Background: an optimization exercise with open tools, aiming at small area and a short achievable clock period. Do not read the settings as production practice.
No activity file was given, so power comes from the tool's default toggle rates.

==> v18 <==
==> flow/design.v (excerpt) <==
module pipeline_sum (
    input clk,
    input [15:0] a, b,
    output [31:0] r
);
==> flow/config.mk <==
export PLATFORM = sky130hd
export DESIGN_NAME = pipeline_sum
export DESIGN_NICKNAME = pipeline_sum
export VERILOG_FILES = /design/flow/design.v
export SDC_FILE = /design/flow/constraint.sdc
export NUM_CORES = 4
export LEC_CHECK = 0
export ABC_AREA = 1
export CAP_MARGIN = 20
export CORE_MARGIN = 2
export CORE_UTILIZATION = 55
export SLEW_MARGIN = 20
==> flow/constraint.sdc <==
create_clock -name core_clock -period 36.0 [get_ports {clk}]
set_input_delay 7.2000 -clock core_clock [delete_from_list [all_inputs] [get_ports {clk}]]
set_output_delay 7.2000 -clock core_clock [all_outputs]
set_load 0.01 [all_outputs]
standard.sh (not shown) runs the stock make flow with config.mk's settings and CLKGATE_MAP_FILE= SYNTH_SCRIPT=/design/flow/synth_recipe.tcl, a recipe that flattens the netlist after the stock synthesis.
==> flow/flow/run.sh <==
#!/bin/bash
set -euo pipefail
MARGIN=${MARGIN:-25}
bash standard.sh SETUP_SLACK_MARGIN=$MARGIN SETUP_MOVE_SEQUENCE=sizeup,swap SKIP_GATE_CLONING=1 \
  "BUFFER_PORTS_ARGS=-buffer_cell sky130_fd_sc_hd__buf_1" finish > make_finish.log 2>&1
==> v22: changes against v18 <==
--- a/flow/design.v
+++ b/flow/design.v
@@ -132,19 +132,11 @@
   assign s1_r8_bo[4] = (s1_r8_t[3] ^ bb_c1[3]) ? bb_c1[3] : s1_r8_bo[3];
   assign s1_r8_bo[5] = (s1_r8_t[4] ^ bb_c1[4]) ? bb_c1[4] : s1_r8_bo[4];
   assign s1_r8_bo[6] = (s1_r8_t[5] ^ bb_c1[5]) ? bb_c1[5] : s1_r8_bo[5];
   assign s1_r8_bo[7] = (s1_r8_t[6] ^ bb_c1[6]) ? bb_c1[6] : s1_r8_bo[6];
   assign s1_r8_bo[8] = (s1_r8_t[7] ^ bb_c1[7]) ? bb_c1[7] : s1_r8_bo[7];
-  wire [8:4] s1_r8_s_gu;
-  assign s1_r8_s_gu[4] = 1'b0;
-  assign s1_r8_s_gu[5] = (s1_r8_t[4] ^ bb_c1[4]) ? bb_c1[4] : s1_r8_s_gu[4];
-  assign s1_r8_s_gu[6] = (s1_r8_t[5] ^ bb_c1[5]) ? bb_c1[5] : s1_r8_s_gu[5];
-  assign s1_r8_s_gu[7] = (s1_r8_t[6] ^ bb_c1[6]) ? bb_c1[6] : s1_r8_s_gu[6];
-  assign s1_r8_s_gu[8] = (s1_r8_t[7] ^ bb_c1[7]) ? bb_c1[7] : s1_r8_s_gu[7];
-  wire s1_r8_s_pu = ~(|(s1_r8_t[7:4] ^ {bb_c1[7], bb_c1[6], bb_c1[5], bb_c1[4]}));
-  wire s1_r8_bf = s1_r8_s_gu[8] | (s1_r8_s_pu & s1_r8_bo[4]);
-  wire s1_r8_q = s1_r8_hz & ~s1_r8_bf;
+  wire s1_r8_q = s1_r8_hz & ~s1_r8_bo[8];
   wire [7:0] s1_r8_d;
   assign s1_r8_d[0] = s1_r8_t[0] ^ (s1_r8_q & (bb_c1[0] ^ s1_r8_bo[0]));
   assign s1_r8_d[1] = s1_r8_t[1] ^ (s1_r8_q & (bb_c1[1] ^ s1_r8_bo[1]));
   assign s1_r8_d[2] = s1_r8_t[2] ^ (s1_r8_q & (bb_c1[2] ^ s1_r8_bo[2]));
   assign s1_r8_d[3] = s1_r8_t[3] ^ (s1_r8_q & (bb_c1[3] ^ s1_r8_bo[3]));
@@ -164,20 +156,11 @@
   assign s1_r7_bo[5] = (s1_r7_t[4] ^ bb_c1[4]) ? bb_c1[4] : s1_r7_bo[4];
   assign s1_r7_bo[6] = (s1_r7_t[5] ^ bb_c1[5]) ? bb_c1[5] : s1_r7_bo[5];
   assign s1_r7_bo[7] = (s1_r7_t[6] ^ bb_c1[6]) ? bb_c1[6] : s1_r7_bo[6];
   assign s1_r7_bo[8] = (s1_r7_t[7] ^ bb_c1[7]) ? bb_c1[7] : s1_r7_bo[7];
   assign s1_r7_bo[9] = (s1_r7_t[8] ^ bb_c1[8]) ? bb_c1[8] : s1_r7_bo[8];
-  wire [9:4] s1_r7_s_gu;
-  assign s1_r7_s_gu[4] = 1'b0;
-  assign s1_r7_s_gu[5] = (s1_r7_t[4] ^ bb_c1[4]) ? bb_c1[4] : s1_r7_s_gu[4];
-  assign s1_r7_s_gu[6] = (s1_r7_t[5] ^ bb_c1[5]) ? bb_c1[5] : s1_r7_s_gu[5];
-  assign s1_r7_s_gu[7] = (s1_r7_t[6] ^ bb_c1[6]) ? bb_c1[6] : s1_r7_s_gu[6];
-  assign s1_r7_s_gu[8] = (s1_r7_t[7] ^ bb_c1[7]) ? bb_c1[7] : s1_r7_s_gu[7];
-  assign s1_r7_s_gu[9] = (s1_r7_t[8] ^ bb_c1[8]) ? bb_c1[8] : s1_r7_s_gu[8];
-  wire s1_r7_s_pu = ~(|(s1_r7_t[8:4] ^ {bb_c1[8], bb_c1[7], bb_c1[6], bb_c1[5], bb_c1[4]}));
-  wire s1_r7_bf = s1_r7_s_gu[9] | (s1_r7_s_pu & s1_r7_bo[4]);
-  wire s1_r7_q = s1_r7_hz & ~s1_r7_bf;
+  wire s1_r7_q = s1_r7_hz & ~s1_r7_bo[9];
   wire [8:0] s1_r7_d;
   assign s1_r7_d[0] = s1_r7_t[0] ^ (s1_r7_q & (bb_c1[0] ^ s1_r7_bo[0]));
   assign s1_r7_d[1] = s1_r7_t[1] ^ (s1_r7_q & (bb_c1[1] ^ s1_r7_bo[1]));
   assign s1_r7_d[2] = s1_r7_t[2] ^ (s1_r7_q & (bb_c1[2] ^ s1_r7_bo[2]));
   assign s1_r7_d[3] = s1_r7_t[3] ^ (s1_r7_q & (bb_c1[3] ^ s1_r7_bo[3]));
==> flow/flow/run.sh (replaced) <==
#!/bin/bash
set -euo pipefail
MARGIN=25
bash standard.sh SETUP_SLACK_MARGIN=$MARGIN SETUP_MOVE_SEQUENCE=sizeup,swap SKIP_GATE_CLONING=1 \
  "BUFFER_PORTS_ARGS=-buffer_cell sky130_fd_sc_hd__buf_1" finish > make_finish.log 2>&1
==> v6: changes against v18 <==
--- a/flow/design.v
+++ b/flow/design.v
@@ -132,19 +132,11 @@
   assign s1_r8_bo[4] = (s1_r8_t[3] ^ bb_c1[3]) ? bb_c1[3] : s1_r8_bo[3];
   assign s1_r8_bo[5] = (s1_r8_t[4] ^ bb_c1[4]) ? bb_c1[4] : s1_r8_bo[4];
   assign s1_r8_bo[6] = (s1_r8_t[5] ^ bb_c1[5]) ? bb_c1[5] : s1_r8_bo[5];
   assign s1_r8_bo[7] = (s1_r8_t[6] ^ bb_c1[6]) ? bb_c1[6] : s1_r8_bo[6];
   assign s1_r8_bo[8] = (s1_r8_t[7] ^ bb_c1[7]) ? bb_c1[7] : s1_r8_bo[7];
-  wire [8:4] s1_r8_s_gu;
-  assign s1_r8_s_gu[4] = 1'b0;
-  assign s1_r8_s_gu[5] = (s1_r8_t[4] ^ bb_c1[4]) ? bb_c1[4] : s1_r8_s_gu[4];
-  assign s1_r8_s_gu[6] = (s1_r8_t[5] ^ bb_c1[5]) ? bb_c1[5] : s1_r8_s_gu[5];
-  assign s1_r8_s_gu[7] = (s1_r8_t[6] ^ bb_c1[6]) ? bb_c1[6] : s1_r8_s_gu[6];
-  assign s1_r8_s_gu[8] = (s1_r8_t[7] ^ bb_c1[7]) ? bb_c1[7] : s1_r8_s_gu[7];
-  wire s1_r8_s_pu = ~(|(s1_r8_t[7:4] ^ {bb_c1[7], bb_c1[6], bb_c1[5], bb_c1[4]}));
-  wire s1_r8_bf = s1_r8_s_gu[8] | (s1_r8_s_pu & s1_r8_bo[4]);
-  wire s1_r8_q = s1_r8_hz & ~s1_r8_bf;
+  wire s1_r8_q = s1_r8_hz & ~s1_r8_bo[8];
   wire [7:0] s1_r8_d;
   assign s1_r8_d[0] = s1_r8_t[0] ^ (s1_r8_q & (bb_c1[0] ^ s1_r8_bo[0]));
   assign s1_r8_d[1] = s1_r8_t[1] ^ (s1_r8_q & (bb_c1[1] ^ s1_r8_bo[1]));
   assign s1_r8_d[2] = s1_r8_t[2] ^ (s1_r8_q & (bb_c1[2] ^ s1_r8_bo[2]));
   assign s1_r8_d[3] = s1_r8_t[3] ^ (s1_r8_q & (bb_c1[3] ^ s1_r8_bo[3]));
@@ -164,20 +156,11 @@
   assign s1_r7_bo[5] = (s1_r7_t[4] ^ bb_c1[4]) ? bb_c1[4] : s1_r7_bo[4];
   assign s1_r7_bo[6] = (s1_r7_t[5] ^ bb_c1[5]) ? bb_c1[5] : s1_r7_bo[5];
   assign s1_r7_bo[7] = (s1_r7_t[6] ^ bb_c1[6]) ? bb_c1[6] : s1_r7_bo[6];
   assign s1_r7_bo[8] = (s1_r7_t[7] ^ bb_c1[7]) ? bb_c1[7] : s1_r7_bo[7];
   assign s1_r7_bo[9] = (s1_r7_t[8] ^ bb_c1[8]) ? bb_c1[8] : s1_r7_bo[8];
-  wire [9:4] s1_r7_s_gu;
-  assign s1_r7_s_gu[4] = 1'b0;
-  assign s1_r7_s_gu[5] = (s1_r7_t[4] ^ bb_c1[4]) ? bb_c1[4] : s1_r7_s_gu[4];
-  assign s1_r7_s_gu[6] = (s1_r7_t[5] ^ bb_c1[5]) ? bb_c1[5] : s1_r7_s_gu[5];
-  assign s1_r7_s_gu[7] = (s1_r7_t[6] ^ bb_c1[6]) ? bb_c1[6] : s1_r7_s_gu[6];
-  assign s1_r7_s_gu[8] = (s1_r7_t[7] ^ bb_c1[7]) ? bb_c1[7] : s1_r7_s_gu[7];
-  assign s1_r7_s_gu[9] = (s1_r7_t[8] ^ bb_c1[8]) ? bb_c1[8] : s1_r7_s_gu[8];
-  wire s1_r7_s_pu = ~(|(s1_r7_t[8:4] ^ {bb_c1[8], bb_c1[7], bb_c1[6], bb_c1[5], bb_c1[4]}));
-  wire s1_r7_bf = s1_r7_s_gu[9] | (s1_r7_s_pu & s1_r7_bo[4]);
-  wire s1_r7_q = s1_r7_hz & ~s1_r7_bf;
+  wire s1_r7_q = s1_r7_hz & ~s1_r7_bo[9];
   wire [8:0] s1_r7_d;
   assign s1_r7_d[0] = s1_r7_t[0] ^ (s1_r7_q & (bb_c1[0] ^ s1_r7_bo[0]));
   assign s1_r7_d[1] = s1_r7_t[1] ^ (s1_r7_q & (bb_c1[1] ^ s1_r7_bo[1]));
   assign s1_r7_d[2] = s1_r7_t[2] ^ (s1_r7_q & (bb_c1[2] ^ s1_r7_bo[2]));
   assign s1_r7_d[3] = s1_r7_t[3] ^ (s1_r7_q & (bb_c1[3] ^ s1_r7_bo[3]));
@@ -199,20 +182,11 @@
   assign s1_r6_bo[6] = (s1_r6_t[5] ^ bb_c1[5]) ? bb_c1[5] : s1_r6_bo[5];
   assign s1_r6_bo[7] = (s1_r6_t[6] ^ bb_c1[6]) ? bb_c1[6] : s1_r6_bo[6];
   assign s1_r6_bo[8] = (s1_r6_t[7] ^ bb_c1[7]) ? bb_c1[7] : s1_r6_bo[7];
   assign s1_r6_bo[9] = (s1_r6_t[8] ^ bb_c1[8]) ? bb_c1[8] : s1_r6_bo[8];
   assign s1_r6_bo[10] = (s1_r6_t[9] ^ bb_c1[9]) ? bb_c1[9] : s1_r6_bo[9];
-  wire [10:5] s1_r6_s_gu;
-  assign s1_r6_s_gu[5] = 1'b0;
-  assign s1_r6_s_gu[6] = (s1_r6_t[5] ^ bb_c1[5]) ? bb_c1[5] : s1_r6_s_gu[5];
-  assign s1_r6_s_gu[7] = (s1_r6_t[6] ^ bb_c1[6]) ? bb_c1[6] : s1_r6_s_gu[6];
-  assign s1_r6_s_gu[8] = (s1_r6_t[7] ^ bb_c1[7]) ? bb_c1[7] : s1_r6_s_gu[7];
-  assign s1_r6_s_gu[9] = (s1_r6_t[8] ^ bb_c1[8]) ? bb_c1[8] : s1_r6_s_gu[8];
-  assign s1_r6_s_gu[10] = (s1_r6_t[9] ^ bb_c1[9]) ? bb_c1[9] : s1_r6_s_gu[9];
-  wire s1_r6_s_pu = ~(|(s1_r6_t[9:5] ^ {bb_c1[9], bb_c1[8], bb_c1[7], bb_c1[6], bb_c1[5]}));
-  wire s1_r6_bf = s1_r6_s_gu[10] | (s1_r6_s_pu & s1_r6_bo[5]);
-  wire s1_r6_q = s1_r6_hz & ~s1_r6_bf;
+  wire s1_r6_q = s1_r6_hz & ~s1_r6_bo[10];
   wire [9:0] s1_r6_d;
   assign s1_r6_d[0] = s1_r6_t[0] ^ (s1_r6_q & (bb_c1[0] ^ s1_r6_bo[0]));
   assign s1_r6_d[1] = s1_r6_t[1] ^ (s1_r6_q & (bb_c1[1] ^ s1_r6_bo[1]));
   assign s1_r6_d[2] = s1_r6_t[2] ^ (s1_r6_q & (bb_c1[2] ^ s1_r6_bo[2]));
   assign s1_r6_d[3] = s1_r6_t[3] ^ (s1_r6_q & (bb_c1[3] ^ s1_r6_bo[3]));
@@ -268,21 +242,11 @@
   assign s2_r5_bo[7] = (s2_r5_t[6] ^ bb_c2[6]) ? bb_c2[6] : s2_r5_bo[6];
   assign s2_r5_bo[8] = (s2_r5_t[7] ^ bb_c2[7]) ? bb_c2[7] : s2_r5_bo[7];
   assign s2_r5_bo[9] = (s2_r5_t[8] ^ bb_c2[8]) ? bb_c2[8] : s2_r5_bo[8];
   assign s2_r5_bo[10] = (s2_r5_t[9] ^ bb_c2[9]) ? bb_c2[9] : s2_r5_bo[9];
   assign s2_r5_bo[11] = (s2_r5_t[10] ^ bb_c2[10]) ? bb_c2[10] : s2_r5_bo[10];
-  wire [11:5] s2_r5_s_gu;
-  assign s2_r5_s_gu[5] = 1'b0;
-  assign s2_r5_s_gu[6] = (s2_r5_t[5] ^ bb_c2[5]) ? bb_c2[5] : s2_r5_s_gu[5];
-  assign s2_r5_s_gu[7] = (s2_r5_t[6] ^ bb_c2[6]) ? bb_c2[6] : s2_r5_s_gu[6];
-  assign s2_r5_s_gu[8] = (s2_r5_t[7] ^ bb_c2[7]) ? bb_c2[7] : s2_r5_s_gu[7];
-  assign s2_r5_s_gu[9] = (s2_r5_t[8] ^ bb_c2[8]) ? bb_c2[8] : s2_r5_s_gu[8];
-  assign s2_r5_s_gu[10] = (s2_r5_t[9] ^ bb_c2[9]) ? bb_c2[9] : s2_r5_s_gu[9];
-  assign s2_r5_s_gu[11] = (s2_r5_t[10] ^ bb_c2[10]) ? bb_c2[10] : s2_r5_s_gu[10];
-  wire s2_r5_s_pu = ~(|(s2_r5_t[10:5] ^ {bb_c2[10], bb_c2[9], bb_c2[8], bb_c2[7], bb_c2[6], bb_c2[5]}));
-  wire s2_r5_bf = s2_r5_s_gu[11] | (s2_r5_s_pu & s2_r5_bo[5]);
-  wire s2_r5_q = s2_r5_hz & ~s2_r5_bf;
+  wire s2_r5_q = s2_r5_hz & ~s2_r5_bo[11];
   wire [10:0] s2_r5_d;
   assign s2_r5_d[0] = s2_r5_t[0] ^ (s2_r5_q & (bb_c2[0] ^ s2_r5_bo[0]));
   assign s2_r5_d[1] = s2_r5_t[1] ^ (s2_r5_q & (bb_c2[1] ^ s2_r5_bo[1]));
   assign s2_r5_d[2] = s2_r5_t[2] ^ (s2_r5_q & (bb_c2[2] ^ s2_r5_bo[2]));
   assign s2_r5_d[3] = s2_r5_t[3] ^ (s2_r5_q & (bb_c2[3] ^ s2_r5_bo[3]));
==> flow/flow/run.sh (replaced) <==
#!/bin/bash
set -euo pipefail
MARGIN=25.5
bash standard.sh SETUP_SLACK_MARGIN=$MARGIN SETUP_MOVE_SEQUENCE=sizeup,swap SKIP_GATE_CLONING=1 \
  "BUFFER_PORTS_ARGS=-buffer_cell sky130_fd_sc_hd__buf_1" finish > make_finish.log 2>&1
==> comparison <==
Against v22, the die area of v6 is higher by 1.0%.
Between v22 and v6, the lower non-clock buffer count is in v22 (gap 3).
Worst setup slack, lowest first: v22, v6, v18.
Cell area: v6 > v18 > v22.
In v22 the final cell count is lower than in v18, by about 8%.
Count of clock-buffer cells in the layout: v18 is lower than v6 (1).
In v18 the synthesized area is larger than in v22, by 4.0%.
The lowest clock skew belongs to v6, the highest to v18.
The highest via count belongs to v18, the lowest to v22.
Of v22 and v6, v6 has the higher combinational power (gap about 6%, measured against v6).
Sequential share of layout area, highest first: v22, v18, v6.
==> figures <==
| quantity | v18 | v22 | v6 |
|---|---|---|---|
| Result of the run | complete, no violations | complete, no violations | complete, no violations |
| Clock buffer cells | 9 | 9 | 10 |
| Initial antenna violation count | 2 | 0 | 0 |
| Highest fanout seen on the critical path | 23 | 24 | 19 |
| Met1 capacity usage during global routing | 32.72% | 34.37% | 33.65% |
| CTS clock-pin slew for the worst setup and hold paths | 90 ps | 90 ps | 80 ps |
| Leak pwr | 7.029 nW | 6.436 nW | 6.617 nW |
| Non-filler instance count after layout | 2302 | 2113 | 2153 |
| Final wirelength | 30410 µm | 29420 µm | 31240 µm |
| Wire length per cell after detailed routing | 13.21 µm | 13.93 µm | 14.51 µm |
| Cell count along the critical path | 70 | 67 | 77 |
| Tap cell count | 280 | 275 | 280 |
| Met3 wire length | 1228 µm | 985 µm | 949 µm |
| Post-synthesis mux area share | 0.1616% | 0.08404% | 0.1664% |
| Layout multi-input combinational cell count | 1528 | 1378 | 1419 |
| Largest stage delay, worst path | 410 ps | 510 ps | 720 ps |
| Pin slew with the least headroom to its limit | 779.3 ps | 1068 ps | 896.2 ps |
| Total via count after detailed routing | 11.98k | 10.95k | 11.30k |
| Power consumption | 435.7 µW | 436.4 µW | 448.2 µW |
| Data required time at the worst endpoint | 36240 ps | 36240 ps | 36230 ps |
| HPWL after DPL | 25100 µm | 24040 µm | 25060 µm |
| Worst slack, placed | 26280 ps | 25540 ps | 25680 ps |
| Maximum clock frequency | 102.6 MHz | 100.8 MHz | 101.4 MHz |
No functional check of the RTL was part of any run of this note.

[re-timing with driven ports]
The results above use ideal ports. As a check the final layouts listed here were re-extracted and re-timed, cells and wires unchanged. Step 1 sets driving cells, clkbuf_16 on the clock port and buf_2 on the other inputs (assumed; they add their load-dependent delay and slew). Step 2, shift: input delay + t, output delay - t, t = (earliest + latest rising clock arrival at the registers) / 2. This alone moves slack from input paths to output paths. Slacks: ideal ports / drivers / drivers and shift; pairs: ideal ports / drivers.
| run | t, ns | setup slack, ns | clock arrival spread, ns | worst data-port slew with drivers (ns) | pins driven straight from the clock port |
|---|---|---|---|---|---|
| v18 | 0.410 | 26.250 / 26.250 / 26.250 | 0.019 / 0.019 | 0.03 | 1 |
| v22 | 0.419 | 26.078 / 26.078 / 26.078 | 0.016 / 0.015 | 0.03 | 1 |
| v6 | 0.402 | 26.141 / 26.141 / 26.078 | 0.011 / 0.011 | 0.03 | 1 |
After both steps every run listed still meets setup and hold. For v6, which loses most, drivers alone change the setup slack by 0.000 ns; drivers and shift together by -0.063 ns.
